Background: an optimization exercise with open tools, aiming at small area. Do not read the settings as production practice.
Function was checked by simulation only, so behaviour that the tests miss may differ from the original.
The clock input has no modelled driver; a real chip could not lean on it and would need a root buffer or a full tree.
No activity file was given, so power comes from the tool's default toggle rates.

Design watch_project, start of the top module:
module watch_project (clk, reset, set_outside, set_inside, display_sec, display_sec10,
                      display_min, display_min10, display_hour, display_hour10, state);
Size: about 93 flip-flops.
Settings: LEC_CHECK=0, CAP_MARGIN=20, CORE_MARGIN=2, CORE_UTILIZATION=75, PLACE_DENSITY=0.85, SLEW_MARGIN=20; clock period 20.0 ns.
standard.sh (not shown) runs the stock make flow with config.mk's settings and CLKGATE_MAP_FILE= SYNTH_SCRIPT=/design/flow/synth_recipe.tcl, a recipe that flattens the netlist after the stock synthesis.
==> flow/flow/run.sh <==
#!/bin/bash
# Own layout flow: the standard ORFS flow (standard.sh) with
#  - an area-oriented ABC script for the synthesis's logic mapping
#    (registers are mapped before ABC, so they are the standard synthesis's)
#  - port buffers of the smallest buffer cell
#  - the clock tree replaced by MANUAL_CTS_K clock buffers fed by the clock
#    port, each at the centroid of its group of flip-flops
set -euo pipefail
W=$(pwd)
rm -rf "$W/myscripts"
cp -r "$FLOW_HOME/scripts" "$W/myscripts"
cp "$W/flow/abc_area.script" "$W/myscripts/abc_area.script"
grep -q '^log_cmd clock_tree_synthesis {\*}$cts_args$' "$W/myscripts/cts.tcl"
sed -i "s|^log_cmd clock_tree_synthesis {\*}\$cts_args\$|source $W/flow/manual_cts.tcl|" "$W/myscripts/cts.tcl"
export BUFFER_PORTS_ARGS="-buffer_cell sky130_fd_sc_hd__buf_1"
export MANUAL_CTS_BUF="sky130_fd_sc_hd__buf_12"
export MANUAL_CTS_K=4
export MANUAL_CTS_ROOT="sky130_fd_sc_hd__buf_12"
bash "$W/standard.sh" SCRIPTS_DIR="$W/myscripts" ABC_AREA=1 finish > "$W/flow_make.log" 2>&1
==> flow/flow/manual_cts.tcl <==
# Clock distribution in place of TritonCTS: the flip-flops are split into
# MANUAL_CTS_K groups by position (k-means); each group gets one clock buffer
# at its centroid, driven straight from the clock port (a one-level tree).
set k $::env(MANUAL_CTS_K)
set pins [get_pins -of_objects [get_nets clk] -filter "direction==input"]
set xs {}; set ys {}
foreach p $pins {
  set bb [[[sta::sta_to_db_pin $p] getInst] getBBox]
  lappend xs [expr { ([$bb xMin] + [$bb xMax]) / 2.0 }]
  lappend ys [expr { ([$bb yMin] + [$bb yMax]) / 2.0 }]
}
set n [llength $pins]
# initial centres: spread along the sorted x (then refined by k-means)
set order [lsort -real -indices $xs]
set cx {}; set cy {}
for {set j 0} {$j < $k} {incr j} {
  set i [lindex $order [expr { int(($j + 0.5) * $n / $k) }]]
  lappend cx [lindex $xs $i]; lappend cy [lindex $ys $i]
}
for {set it 0} {$it < 50} {incr it} {
  set grp {}
  for {set i 0} {$i < $n} {incr i} {
    set best 0; set bd 1e30
    for {set j 0} {$j < $k} {incr j} {
      set d [expr { abs([lindex $xs $i] - [lindex $cx $j]) + abs([lindex $ys $i] - [lindex $cy $j]) }]
      if { $d < $bd } { set bd $d; set best $j }
    }
    lappend grp $best
  }
  set ncx {}; set ncy {}
  for {set j 0} {$j < $k} {incr j} {
    set sx 0.0; set sy 0.0; set m 0
    for {set i 0} {$i < $n} {incr i} {
      if { [lindex $grp $i] == $j } {
        set sx [expr { $sx + [lindex $xs $i] }]; set sy [expr { $sy + [lindex $ys $i] }]; incr m
      }
    }
    if { $m > 0 } { lappend ncx [expr { $sx / $m }]; lappend ncy [expr { $sy / $m }] } else {
      lappend ncx [lindex $cx $j]; lappend ncy [lindex $cy $j] }
  }
  set cx $ncx; set cy $ncy
}
set dbu [[ord::get_db_block] getDbUnitsPerMicron]
for {set j 0} {$j < $k} {incr j} {
  set lp {}
  for {set i 0} {$i < $n} {incr i} {
    if { [lindex $grp $i] == $j } { lappend lp [lindex $pins $i] }
  }
  if { [llength $lp] == 0 } { continue }
  set x [expr { [lindex $cx $j] / $dbu }]; set y [expr { [lindex $cy $j] / $dbu }]
  puts "manual_cts: group $j, [llength $lp] flip-flops, buffer at ($x, $y)"
  insert_buffer -buffer_cell $::env(MANUAL_CTS_BUF) -net clk -load_pins $lp \
    -location [list $x $y] -buffer_name clkbuf_$j -net_name clk_$j
}
# more than 4 groups: one root buffer between the clock port and the group buffers
if { $k > 4 } {
  set lp [get_pins -of_objects [get_nets clk] -filter "direction==input"]
  set sx 0.0; set sy 0.0
  for {set j 0} {$j < $k} {incr j} {
    set sx [expr { $sx + [lindex $cx $j] }]; set sy [expr { $sy + [lindex $cy $j] }]
  }
  set x [expr { $sx / $k / $dbu }]; set y [expr { $sy / $k / $dbu }]
  puts "manual_cts: root buffer at ($x, $y) for [llength $lp] group buffers"
  insert_buffer -buffer_cell $::env(MANUAL_CTS_ROOT) -net clk -load_pins $lp \
    -location [list $x $y] -buffer_name clkbuf_root -net_name clk_root
}
Other scripts of this flow, unchanged in this note and not shown: flow/flow/abc_area.script
Edit:
--- a/flow/flow/run.sh
+++ b/flow/flow/run.sh
@@ -1,5 +1,6 @@
 #!/bin/bash
 # Own layout flow: the standard ORFS flow (standard.sh) with
-#  - an area-oriented ABC script for the synthesis's logic mapping
+#  - no half-adder cell mapping and an area-oriented ABC script for the
+#    synthesis's logic mapping
 #    (registers are mapped before ABC, so they are the standard synthesis's)
 #  - port buffers of the smallest buffer cell
@@ -14,6 +15,6 @@
 sed -i "s|^log_cmd clock_tree_synthesis {\*}\$cts_args\$|source $W/flow/manual_cts.tcl|" "$W/myscripts/cts.tcl"
 export BUFFER_PORTS_ARGS="-buffer_cell sky130_fd_sc_hd__buf_1"
-export MANUAL_CTS_BUF="sky130_fd_sc_hd__buf_12"
+export MANUAL_CTS_BUF="sky130_fd_sc_hd__clkbuf_16"
 export MANUAL_CTS_K=4
-export MANUAL_CTS_ROOT="sky130_fd_sc_hd__buf_12"
-bash "$W/standard.sh" SCRIPTS_DIR="$W/myscripts" ABC_AREA=1 finish > "$W/flow_make.log" 2>&1
+export MANUAL_CTS_ROOT="sky130_fd_sc_hd__clkbuf_16"
+bash "$W/standard.sh" SCRIPTS_DIR="$W/myscripts" ABC_AREA=1 ADDER_MAP_FILE= finish > "$W/flow_make.log" 2>&1
Effect: Wire length goes up by 7.9%; die area goes down by 1.6%; via count goes up by 15%; combinational power goes up by 4.1%; sequential share of layout area goes up by 0.65 points.
In every run of this note, the design's own scripts or RTL, not TritonCTS, make the clock network.

[port drivers added, routing unchanged]
In the flow no input, the clock included, has a driving cell. The finished layouts below were timed again as built, in two steps.
Step 1 (the two cells are an assumption about what drives the block):
set clk [get_ports {clk}]
set_driving_cell -lib_cell sky130_fd_sc_hd__clkbuf_16 $clk
set_driving_cell -lib_cell sky130_fd_sc_hd__buf_2 [delete_from_list [all_inputs] $clk]
Step 2 times the ports against the registers' clock, not the clock port: input delays grow and output delays shrink by t, the midpoint of the rising clock arrivals with the driver on.
a / b / c = ideal ports / drivers / drivers and shift; a / b = the first two.
run	shift t [ns]	setup WS [ns]	worst setup path at the end	clock arrival spread, ns	worst register clock-pin slew, ns
the first run	0.208	12.585 / 12.640 / 12.433	input to register	0.042 / 0.043	0.12 / 0.12
the second run	0.223	13.314 / 13.369 / 13.145	input to register	0.023 / 0.023	0.10 / 0.10
After both steps setup and hold are still met in every run listed. For the second run, which loses most, drivers alone change the setup slack by +0.055 ns; drivers and shift together by -0.169 ns.
